Context: an optimization exercise on an open-source flow, tuned for small area and a short achievable clock period. The choices shown serve that exercise and are no tape-out recipe.
Where RTL was checked, it was by simulation tests only, not by an equivalence proof against the original.
No activity file was given, so power comes from the tool's default toggle rates.

==> run a <==
## conv_top
module conv_top (
    input  wire        clk,
    input  wire        rst,
    input  wire        pixel_valid,
    input  wire [7:0]  pixel_in,
    input  wire [71:0] kernel_in,
    output wire signed [15:0] conv_out,
    output wire        conv_valid
);
==> flow/config.mk <==
export PLATFORM = sky130hd
export DESIGN_NAME = conv_top
export DESIGN_NICKNAME = conv_top
export VERILOG_FILES = /design/flow/design.v
export SDC_FILE = /design/flow/constraint.sdc
export NUM_CORES = 4
export LEC_CHECK = 0
export CAP_MARGIN = 20
export CORE_MARGIN = 2
export CORE_UTILIZATION = 65
export CTS_CLUSTER_DIAMETER = 80
export CTS_CLUSTER_SIZE = 24
export PLACE_DENSITY = 0.72
export SLEW_MARGIN = 20
export SYNTH_HIERARCHICAL = 1
==> flow/constraint.sdc <==
create_clock -name core_clock -period 11.0 [get_ports {clk}]
set_input_delay 2.2000 -clock core_clock [delete_from_list [all_inputs] [get_ports {clk}]]
set_output_delay 2.2000 -clock core_clock [all_outputs]
set_load 0.01 [all_outputs]
standard.sh (not shown) runs the stock make flow with config.mk's settings and CLKGATE_MAP_FILE= SYNTH_SCRIPT=/design/flow/synth_recipe.tcl, a recipe that flattens the netlist after the stock synthesis.
==> flow/flow/run.sh <==
#!/bin/bash
# The standard layout (standard.sh), with these changes:
#  - port buffers are plain buffers: buf_2 on the outputs, and buf_1 on the
#    inputs (swapped in after global placement by flow/small_inbuf.tcl);
#  - the timing repair steps aim for 7.75 ns of setup slack.
# Each tool's output goes to the ORFS logs; make's own output to standard.log.
bash standard.sh \
  BUFFER_PORTS_ARGS="-buffer_cell sky130_fd_sc_hd__buf_2" \
  POST_GLOBAL_PLACE_TCL="$PWD/flow/small_inbuf.tcl" \
  SETUP_SLACK_MARGIN=7.75 \
  finish > standard.log 2>&1
==> flow/flow/small_inbuf.tcl <==
# Input port buffers only drive a register or two: use buf_1 for them.
set db [ord::get_db]
set block [ord::get_db_block]
set m [$db findMaster sky130_fd_sc_hd__buf_1]
set n 0
foreach bt [$block getBTerms] {
  if {[$bt getIoType] ne "INPUT" || [$bt getName] eq "clk"} { continue }
  set net [$bt getNet]
  foreach it [$net getITerms] {
    set inst [$it getInst]
    if {[[$inst getMaster] getName] eq "sky130_fd_sc_hd__buf_2"} {
      $inst swapMaster $m
      incr n
    }
  }
}
puts "small_inbuf: $n input buffers set to buf_1"
==> inputs of run b, as changes to run a <==
--- a/flow/design.v
+++ b/flow/design.v
@@ -1146,98 +1146,27 @@
     reg r1103;
     reg r1104;
     reg r1105;
     reg r1106;
     reg r1107;
     wire [15:0] ra = {r1107, r1105, r1103, r1101, r1099, r1098, s1112, r1094, s1110, s1108, r1088, r1087, r1086, r1085, r1084, r1082};
     wire [15:0] rb = {1'b0, r1106, r1104, r1102, r1100, c1113, 1'b0, c1111, 1'b0, 1'b0, 1'b0, 1'b0, 1'b0, 1'b0, 1'b0, r1083};
-    reg [71:0] kq;
-    always @(posedge clk) kq <= kernel;
-    wire [107:0] ke;
-    assign ke[0] = kq[65];
-    assign ke[1] = kq[64];
-    assign ke[2] = kq[65] & ~kq[64];
-    assign ke[3] = kq[67];
-    booth_enc u_enc0_1 (.b2(kq[67]), .b1(kq[66]), .b0(kq[65]), .one(ke[4]), .two(ke[5]));
-    assign ke[6] = kq[69];
-    booth_enc u_enc0_2 (.b2(kq[69]), .b1(kq[68]), .b0(kq[67]), .one(ke[7]), .two(ke[8]));
-    assign ke[9] = kq[71];
-    booth_enc u_enc0_3 (.b2(kq[71]), .b1(kq[70]), .b0(kq[69]), .one(ke[10]), .two(ke[11]));
-    assign ke[12] = kq[57];
-    assign ke[13] = kq[56];
-    assign ke[14] = kq[57] & ~kq[56];
-    assign ke[15] = kq[59];
-    booth_enc u_enc1_1 (.b2(kq[59]), .b1(kq[58]), .b0(kq[57]), .one(ke[16]), .two(ke[17]));
-    assign ke[18] = kq[61];
-    booth_enc u_enc1_2 (.b2(kq[61]), .b1(kq[60]), .b0(kq[59]), .one(ke[19]), .two(ke[20]));
-    assign ke[21] = kq[63];
-    booth_enc u_enc1_3 (.b2(kq[63]), .b1(kq[62]), .b0(kq[61]), .one(ke[22]), .two(ke[23]));
-    assign ke[24] = kq[49];
-    assign ke[25] = kq[48];
-    assign ke[26] = kq[49] & ~kq[48];
-    assign ke[27] = kq[51];
-    booth_enc u_enc2_1 (.b2(kq[51]), .b1(kq[50]), .b0(kq[49]), .one(ke[28]), .two(ke[29]));
-    assign ke[30] = kq[53];
-    booth_enc u_enc2_2 (.b2(kq[53]), .b1(kq[52]), .b0(kq[51]), .one(ke[31]), .two(ke[32]));
-    assign ke[33] = kq[55];
-    booth_enc u_enc2_3 (.b2(kq[55]), .b1(kq[54]), .b0(kq[53]), .one(ke[34]), .two(ke[35]));
-    assign ke[36] = kq[41];
-    assign ke[37] = kq[40];
-    assign ke[38] = kq[41] & ~kq[40];
-    assign ke[39] = kq[43];
-    booth_enc u_enc3_1 (.b2(kq[43]), .b1(kq[42]), .b0(kq[41]), .one(ke[40]), .two(ke[41]));
-    assign ke[42] = kq[45];
-    booth_enc u_enc3_2 (.b2(kq[45]), .b1(kq[44]), .b0(kq[43]), .one(ke[43]), .two(ke[44]));
-    assign ke[45] = kq[47];
-    booth_enc u_enc3_3 (.b2(kq[47]), .b1(kq[46]), .b0(kq[45]), .one(ke[46]), .two(ke[47]));
-    assign ke[48] = kq[33];
-    assign ke[49] = kq[32];
-    assign ke[50] = kq[33] & ~kq[32];
-    assign ke[51] = kq[35];
-    booth_enc u_enc4_1 (.b2(kq[35]), .b1(kq[34]), .b0(kq[33]), .one(ke[52]), .two(ke[53]));
-    assign ke[54] = kq[37];
-    booth_enc u_enc4_2 (.b2(kq[37]), .b1(kq[36]), .b0(kq[35]), .one(ke[55]), .two(ke[56]));
-    assign ke[57] = kq[39];
-    booth_enc u_enc4_3 (.b2(kq[39]), .b1(kq[38]), .b0(kq[37]), .one(ke[58]), .two(ke[59]));
-    assign ke[60] = kq[25];
-    assign ke[61] = kq[24];
-    assign ke[62] = kq[25] & ~kq[24];
-    assign ke[63] = kq[27];
-    booth_enc u_enc5_1 (.b2(kq[27]), .b1(kq[26]), .b0(kq[25]), .one(ke[64]), .two(ke[65]));
-    assign ke[66] = kq[29];
-    booth_enc u_enc5_2 (.b2(kq[29]), .b1(kq[28]), .b0(kq[27]), .one(ke[67]), .two(ke[68]));
-    assign ke[69] = kq[31];
-    booth_enc u_enc5_3 (.b2(kq[31]), .b1(kq[30]), .b0(kq[29]), .one(ke[70]), .two(ke[71]));
-    assign ke[72] = kq[17];
-    assign ke[73] = kq[16];
-    assign ke[74] = kq[17] & ~kq[16];
-    assign ke[75] = kq[19];
-    booth_enc u_enc6_1 (.b2(kq[19]), .b1(kq[18]), .b0(kq[17]), .one(ke[76]), .two(ke[77]));
-    assign ke[78] = kq[21];
-    booth_enc u_enc6_2 (.b2(kq[21]), .b1(kq[20]), .b0(kq[19]), .one(ke[79]), .two(ke[80]));
-    assign ke[81] = kq[23];
-    booth_enc u_enc6_3 (.b2(kq[23]), .b1(kq[22]), .b0(kq[21]), .one(ke[82]), .two(ke[83]));
-    assign ke[84] = kq[9];
-    assign ke[85] = kq[8];
-    assign ke[86] = kq[9] & ~kq[8];
-    assign ke[87] = kq[11];
-    booth_enc u_enc7_1 (.b2(kq[11]), .b1(kq[10]), .b0(kq[9]), .one(ke[88]), .two(ke[89]));
-    assign ke[90] = kq[13];
-    booth_enc u_enc7_2 (.b2(kq[13]), .b1(kq[12]), .b0(kq[11]), .one(ke[91]), .two(ke[92]));
-    assign ke[93] = kq[15];
-    booth_enc u_enc7_3 (.b2(kq[15]), .b1(kq[14]), .b0(kq[13]), .one(ke[94]), .two(ke[95]));
-    assign ke[96] = kq[1];
-    assign ke[97] = kq[0];
-    assign ke[98] = kq[1] & ~kq[0];
-    assign ke[99] = kq[3];
-    booth_enc u_enc8_1 (.b2(kq[3]), .b1(kq[2]), .b0(kq[1]), .one(ke[100]), .two(ke[101]));
-    assign ke[102] = kq[5];
-    booth_enc u_enc8_2 (.b2(kq[5]), .b1(kq[4]), .b0(kq[3]), .one(ke[103]), .two(ke[104]));
-    assign ke[105] = kq[7];
-    booth_enc u_enc8_3 (.b2(kq[7]), .b1(kq[6]), .b0(kq[5]), .one(ke[106]), .two(ke[107]));
+    reg [107:0] ke;
+    integer i, k;
+    reg [8:0] wb;
+    always @(posedge clk) begin
+        for (i = 0; i < 9; i = i + 1) begin
+            wb = {kernel[71-8*i -: 8], 1'b0};
+            for (k = 0; k < 4; k = k + 1) begin
+                ke[(4*i+k)*3]   <= wb[2*k+2];
+                ke[(4*i+k)*3+1] <= wb[2*k+1] ^ wb[2*k];
+                ke[(4*i+k)*3+2] <= (wb[2*k+2] & ~wb[2*k+1] & ~wb[2*k]) | (~wb[2*k+2] & wb[2*k+1] & wb[2*k]);
+            end
+        end
+    end
     assign pp1 = ((ke[1] & px[64]) ^ ke[0]);
     assign pp2 = (((ke[1] & px[65]) | (ke[2] & px[64])) ^ ke[0]);
     assign pp3 = (((ke[1] & px[66]) | (ke[2] & px[65])) ^ ke[0]);
     assign pp4 = (((ke[1] & px[67]) | (ke[2] & px[66])) ^ ke[0]);
     assign pp5 = (((ke[1] & px[68]) | (ke[2] & px[67])) ^ ke[0]);
     assign pp6 = (((ke[1] & px[69]) | (ke[2] & px[68])) ^ ke[0]);
     assign pp7 = (((ke[1] & px[70]) | (ke[2] & px[69])) ^ ke[0]);
@@ -2032,18 +1961,14 @@
         end
     end
 endmodule
 module csa_fa(input wire a, input wire b, input wire c, output wire s, output wire co);
     assign s  = a ^ b ^ c;
     assign co = (a & b) | (a & c) | (b & c);
 endmodule
-module booth_enc(input wire b2, input wire b1, input wire b0, output wire one, output wire two);
-    assign one = b1 ^ b0;
-    assign two = (b2 ^ b1) & ~(b1 ^ b0);
-endmodule
 `timescale 1ns/1ps
 module conv_top (
     input  wire        clk,
     input  wire        rst,
     input  wire        pixel_valid,
     input  wire [7:0]  pixel_in,
     input  wire [71:0] kernel_in,
==> flow/flow/run.sh (replaced) <==
#!/bin/bash
# The standard layout (standard.sh), with these changes:
#  - port buffers are plain buffers: buf_2 on the outputs, and buf_1 on the
#    inputs (swapped in after global placement by flow/small_inbuf.tcl);
#  - clock tree: sink clusters of up to 27 sinks within 90 um, no dummy loads;
#  - the timing repair steps aim for 7.68 ns of setup slack.
# Each tool's output goes to the ORFS logs; make's own output to standard.log.
bash standard.sh \
  BUFFER_PORTS_ARGS="-buffer_cell sky130_fd_sc_hd__buf_2" \
  POST_GLOBAL_PLACE_TCL="$PWD/flow/small_inbuf.tcl" \
  CTS_ARGS="-sink_clustering_enable -repair_clock_nets -sink_clustering_size 27 -sink_clustering_max_diameter 90 -dont_use_dummy_load" \
  SETUP_SLACK_MARGIN=7.68 \
  finish > standard.log 2>&1
==> notes.md <==
- Outcome: complete, no violations
- Proportion of cell area occupied by registers: between 30% and 40%
- Commonest non-fill, non-tap cells in the layout: fa_1, xnor2_1, a22oi_1, dfxtp_1, edfxtp_1
- Seq Cell Count: 405
- Cts bufs inserted: 20
- Final WL: about 57 mm
- Multi-input gate share of total cell area: between 50% and 60%
- Achievable frequency: approximately 310 MHz
- Full die area: around 37000 um2
- Via count: around 14000
Source of the figures above: run b

==> notes.md <==
- Full die area: ~37000 um2
- Multi-input gate share of total cell area: ~55%
- Commonest non-fill, non-tap cells in the layout: fa_1, xnor2_1, a22oi_1, dfxtp_1, edfxtp_1
- Via count: between 10000 and 15000
- Outcome: complete, no violations
Source of the figures above: run a

The RTL of run a was laid out without a check of its function.

* * *

==> v37 <==
conv_top with an RTL version that a note above also has.
## conv_top
module conv_top (
    input  wire        clk,
    input  wire        rst,
    input  wire        pixel_valid,
    input  wire [7:0]  pixel_in,
    input  wire [71:0] kernel_in,
    output wire signed [15:0] conv_out,
    output wire        conv_valid
);
==> flow/config.mk <==
export PLATFORM = sky130hd
export DESIGN_NAME = conv_top
export DESIGN_NICKNAME = conv_top
export VERILOG_FILES = /design/flow/design.v
export SDC_FILE = /design/flow/constraint.sdc
export NUM_CORES = 4
export LEC_CHECK = 0
export CAP_MARGIN = 20
export CORE_MARGIN = 2
export CORE_UTILIZATION = 65
export CTS_CLUSTER_DIAMETER = 80
export CTS_CLUSTER_SIZE = 24
export PLACE_DENSITY = 0.72
export SLEW_MARGIN = 20
export SYNTH_HIERARCHICAL = 1
==> flow/constraint.sdc <==
create_clock -name core_clock -period 11.0 [get_ports {clk}]
set_input_delay 2.2000 -clock core_clock [delete_from_list [all_inputs] [get_ports {clk}]]
set_output_delay 2.2000 -clock core_clock [all_outputs]
set_load 0.01 [all_outputs]
==> flow/flow/run.sh <==
#!/bin/bash
# The standard layout (standard.sh), with these changes:
#  - port buffers are plain buffers: buf_2 on the outputs, and buf_1 on the
#    inputs (swapped in after global placement by flow/small_inbuf.tcl);
#  - clock tree: sink clusters of up to 27 sinks within 90 um, no dummy loads;
#  - the timing repair steps aim for 7.75 ns of setup slack.
# Each tool's output goes to the ORFS logs; make's own output to standard.log.
bash standard.sh \
  BUFFER_PORTS_ARGS="-buffer_cell sky130_fd_sc_hd__buf_2" \
  POST_GLOBAL_PLACE_TCL="$PWD/flow/small_inbuf.tcl" \
  CTS_ARGS="-sink_clustering_enable -repair_clock_nets -sink_clustering_size 27 -sink_clustering_max_diameter 90 -dont_use_dummy_load" \
  SETUP_SLACK_MARGIN=7.75 \
  finish > standard.log 2>&1
Scripts as last shown in full above: flow/flow/small_inbuf.tcl
==> v1 (differences from v37) <==
ABC_AREA = 1   (was default)
CTS_CLUSTER_DIAMETER = default   (was 80)
CTS_CLUSTER_SIZE = default   (was 24)
==> notes.md <==
Between v1 and v37, the lower die area is in v1 (gap about 0.24%, measured against v37).
Of v1 and v37, v1 has the higher first-iteration DRC count (gap 8.6%, measured against v37).
In v1 the routed wire length is larger than in v37, by about 4%.
Against v1, the clock skew of v37 is higher by 0.0089 ns.
In v1 the sequential share of layout area is lower than in v37, by 0.80 points.
==> figures <==
|  | v1 | v37 |
|---|---|---|
| Number of buffers created by CTS | 21 | 20 |
| Die footprint | 37400 µm² | 37500 µm² |
| Vias in the first global route | 14900 | 13700 |
| Number of cells upsized or downsized after cts | 24 | 13 |
| Sw Share | 0.427 | 0.419 |
| Clock network latency to the later pin of the worst-skew pair | 0.57 ns | 0.55 ns |
| Placed Instance Area | 24100 µm² | 23700 µm² |
| Detailed Route WL | 59.7 mm | 57.5 mm |
| Power dissipated in sequential cells | 2240 µW | 2330 µW |
| Status | finished clean | finished clean |
| Post-layout worst setup margin | 7.77 ns | 7.80 ns |

* * *

==> wip/harbor <==
conv_top, a different RTL version from the one above (not shown whole).
// conv_top
module conv_top (
    input  wire        clk,
    input  wire        rst,
    input  wire        pixel_valid,
    input  wire [7:0]  pixel_in,
    input  wire [71:0] kernel_in,
    output wire signed [15:0] conv_out,
    output wire        conv_valid
);
    reg        pv_q;
    reg [7:0]  pin_q;
    always @(posedge clk) begin
        pv_q  <= pixel_valid;
        pin_q <= pixel_in;
    end
    wire [143:0] taps;
    wire         window_valid;
    line_buffer u_line_buffer (
        .clk(clk),
        .rst(rst),
        .pixel_valid(pv_q),
        .pixel_in(pin_q),
        .window_valid(window_valid),
        .taps(taps)
    );
    wire [71:0] window = {taps[143:136], taps[135:128], taps[127:120],
                          taps[79:72],   taps[71:64],   taps[63:56],
                          taps[15:8],    taps[7:0],     pin_q};
    conv_core u_core (
        .clk(clk),
        .rst(rst),
        .window_valid(window_valid),
        .px(window),
        .kernel(kernel_in),
        .conv_out(conv_out),
        .conv_valid(conv_valid)
  ...
export LEC_CHECK = 0
export CAP_MARGIN = 20
export CORE_MARGIN = 2
export CORE_UTILIZATION = 65
export CTS_CLUSTER_DIAMETER = 80
export CTS_CLUSTER_SIZE = 24
export PLACE_DENSITY = 0.72
export SLEW_MARGIN = 20
export SYNTH_HIERARCHICAL = 1
create_clock -name core_clock -period 11.0 [get_ports {clk}]
==> flow/flow/run.sh <==
#!/bin/bash
bash standard.sh BUFFER_PORTS_ARGS="-buffer_cell sky130_fd_sc_hd__buf_2" SETUP_SLACK_MARGIN=7.75 finish > standard.log 2>&1
==> inputs of wip/quartz, as changes to wip/harbor <==
--- a/flow/design.v
+++ b/flow/design.v
@@ -1948,20 +1948,19 @@
         r1103 <= s1070;
         r1104 <= c1063;
         r1105 <= c1071;
         r1106 <= s1076;
         r1107 <= x1081;
         conv_out <= ra + rb;
+        conv_valid <= vpipe[1];
     end
     always @(posedge clk or posedge rst) begin
         if (rst) begin
             vpipe <= 2'd0;
-            conv_valid <= 1'b0;
         end else begin
             vpipe <= {vpipe[0:0], window_valid};
-            conv_valid <= vpipe[1];
         end
     end
 endmodule
 module csa_fa(input wire a, input wire b, input wire c, output wire s, output wire co);
     assign s  = a ^ b ^ c;
     assign co = (a & b) | (a & c) | (b & c);
==> flow/flow/run.sh (replaced) <==
#!/bin/bash
# The standard layout (standard.sh), with these changes:
#  - port buffers are plain buffers: buf_2 on the outputs, and buf_1 on the
#    inputs (swapped in after global placement by flow/small_inbuf.tcl);
#  - clock tree: sink clusters of up to 27 sinks within 90 um, no dummy loads;
#  - the timing repair steps aim for 7.75 ns of setup slack.
# Each tool's output goes to the ORFS logs; make's own output to standard.log.
bash standard.sh \
  BUFFER_PORTS_ARGS="-buffer_cell sky130_fd_sc_hd__buf_2" \
  POST_GLOBAL_PLACE_TCL="$PWD/flow/small_inbuf.tcl" \
  CTS_ARGS="-sink_clustering_enable -repair_clock_nets -sink_clustering_size 27 -sink_clustering_max_diameter 90 -dont_use_dummy_load" \
  SETUP_SLACK_MARGIN=7.75 \
  finish > standard.log 2>&1
==> flow/flow/small_inbuf.tcl (new file) <==
# Input port buffers only drive a register or two: use buf_1 for them.
set db [ord::get_db]
set block [ord::get_db_block]
set m [$db findMaster sky130_fd_sc_hd__buf_1]
set n 0
foreach bt [$block getBTerms] {
  if {[$bt getIoType] ne "INPUT" || [$bt getName] eq "clk"} { continue }
  set net [$bt getNet]
  foreach it [$net getITerms] {
    set inst [$it getInst]
    if {[[$inst getMaster] getName] eq "sky130_fd_sc_hd__buf_2"} {
      $inst swapMaster $m
      incr n
    }
  }
}
puts "small_inbuf: $n input buffers set to buf_1"
- CORE_UTILIZATION: 65 -> 75
- CTS_CLUSTER_DIAMETER: 80 -> default
- CTS_CLUSTER_SIZE: 24 -> default
- PLACE_DENSITY: 0.72 -> 0.8
==> inputs of wip/indigo, as changes to wip/harbor <==
--- a/flow/design.v
+++ b/flow/design.v
@@ -1948,20 +1948,19 @@
         r1103 <= s1070;
         r1104 <= c1063;
         r1105 <= c1071;
         r1106 <= s1076;
         r1107 <= x1081;
         conv_out <= ra + rb;
+        conv_valid <= vpipe[1];
     end
     always @(posedge clk or posedge rst) begin
         if (rst) begin
             vpipe <= 2'd0;
-            conv_valid <= 1'b0;
         end else begin
             vpipe <= {vpipe[0:0], window_valid};
-            conv_valid <= vpipe[1];
         end
     end
 endmodule
 module csa_fa(input wire a, input wire b, input wire c, output wire s, output wire co);
     assign s  = a ^ b ^ c;
     assign co = (a & b) | (a & c) | (b & c);
==> flow/flow/run.sh (replaced) <==
#!/bin/bash
# The standard layout (standard.sh), with these changes:
#  - port buffers are plain buffers: buf_2 on the outputs, and buf_1 on the
#    inputs (swapped in after global placement by flow/small_inbuf.tcl);
#  - clock tree: sink clusters of up to 27 sinks within 90 um, no dummy loads;
#  - the timing repair steps aim for 7.82 ns of setup slack.
# Each tool's output goes to the ORFS logs; make's own output to standard.log.
bash standard.sh \
  BUFFER_PORTS_ARGS="-buffer_cell sky130_fd_sc_hd__buf_2" \
  POST_GLOBAL_PLACE_TCL="$PWD/flow/small_inbuf.tcl" \
  CTS_ARGS="-sink_clustering_enable -repair_clock_nets -sink_clustering_size 27 -sink_clustering_max_diameter 90 -dont_use_dummy_load" \
  SETUP_SLACK_MARGIN=7.82 \
  finish > standard.log 2>&1
==> flow/flow/small_inbuf.tcl (new file) <==
# Input port buffers only drive a register or two: use buf_1 for them.
set db [ord::get_db]
set block [ord::get_db_block]
set m [$db findMaster sky130_fd_sc_hd__buf_1]
set n 0
foreach bt [$block getBTerms] {
  if {[$bt getIoType] ne "INPUT" || [$bt getName] eq "clk"} { continue }
  set net [$bt getNet]
  foreach it [$net getITerms] {
    set inst [$it getInst]
    if {[[$inst getMaster] getName] eq "sky130_fd_sc_hd__buf_2"} {
      $inst swapMaster $m
      incr n
    }
  }
}
puts "small_inbuf: $n input buffers set to buf_1"
==> notes <==
- Setup slack: wip/indigo > wip/quartz > wip/harbor.
- Sequential power is about the same in wip/indigo and wip/quartz.
- Global-route usage: wip/indigo is lower than wip/quartz (6.3 points).
- Synthesized cell count is the same in wip/quartz and wip/indigo.
- First-iteration DRC count: wip/harbor < wip/indigo < wip/quartz.
- Between wip/quartz and wip/indigo, the lower wire length is in wip/indigo (gap 2.3%, measured against wip/indigo).

==> re-timing with driven ports <==
No port has a modelled driver above. Below, the same layouts with a new extraction and two added sets of constraints. Step 1, drivers: a clkbuf_16 drives clk and a buf_2 each remaining input, both assumed. Step 2, shift: input delay + t, output delay - t, t = (earliest + latest rising clock arrival at the registers) / 2. This alone moves slack from input paths to output paths. Three values: no drivers, after step 1, after step 2; two values: the first two.
| run | t, ns | setup slack, ns | worst setup path after step 2 | worst slew at a driven data input, ns |
|---|---|---|---|---|
| run a | 0.607 | 7.741 / 7.741 / 7.741 | register to register | 0.04 |
| run b | 0.594 | 7.762 / 7.741 / 7.762 | register to register | 0.05 |
| v37 | 0.593 | 7.800 / 7.741 / 7.808 | register to register | 0.05 |
| v1 | 0.599 | 7.767 / 7.744 / 7.767 | register to register | 0.05 |
| wip/harbor | 0.624 | 7.726 / 7.673 / 7.785 | register to register | 0.06 |
| wip/quartz | 0.595 | 7.773 / 7.754 / 7.773 | register to register | 0.04 |
| wip/indigo | 0.593 | 7.807 / 7.749 / 7.865 | register to register | 0.05 |
After both steps setup and hold are still met in every run listed.
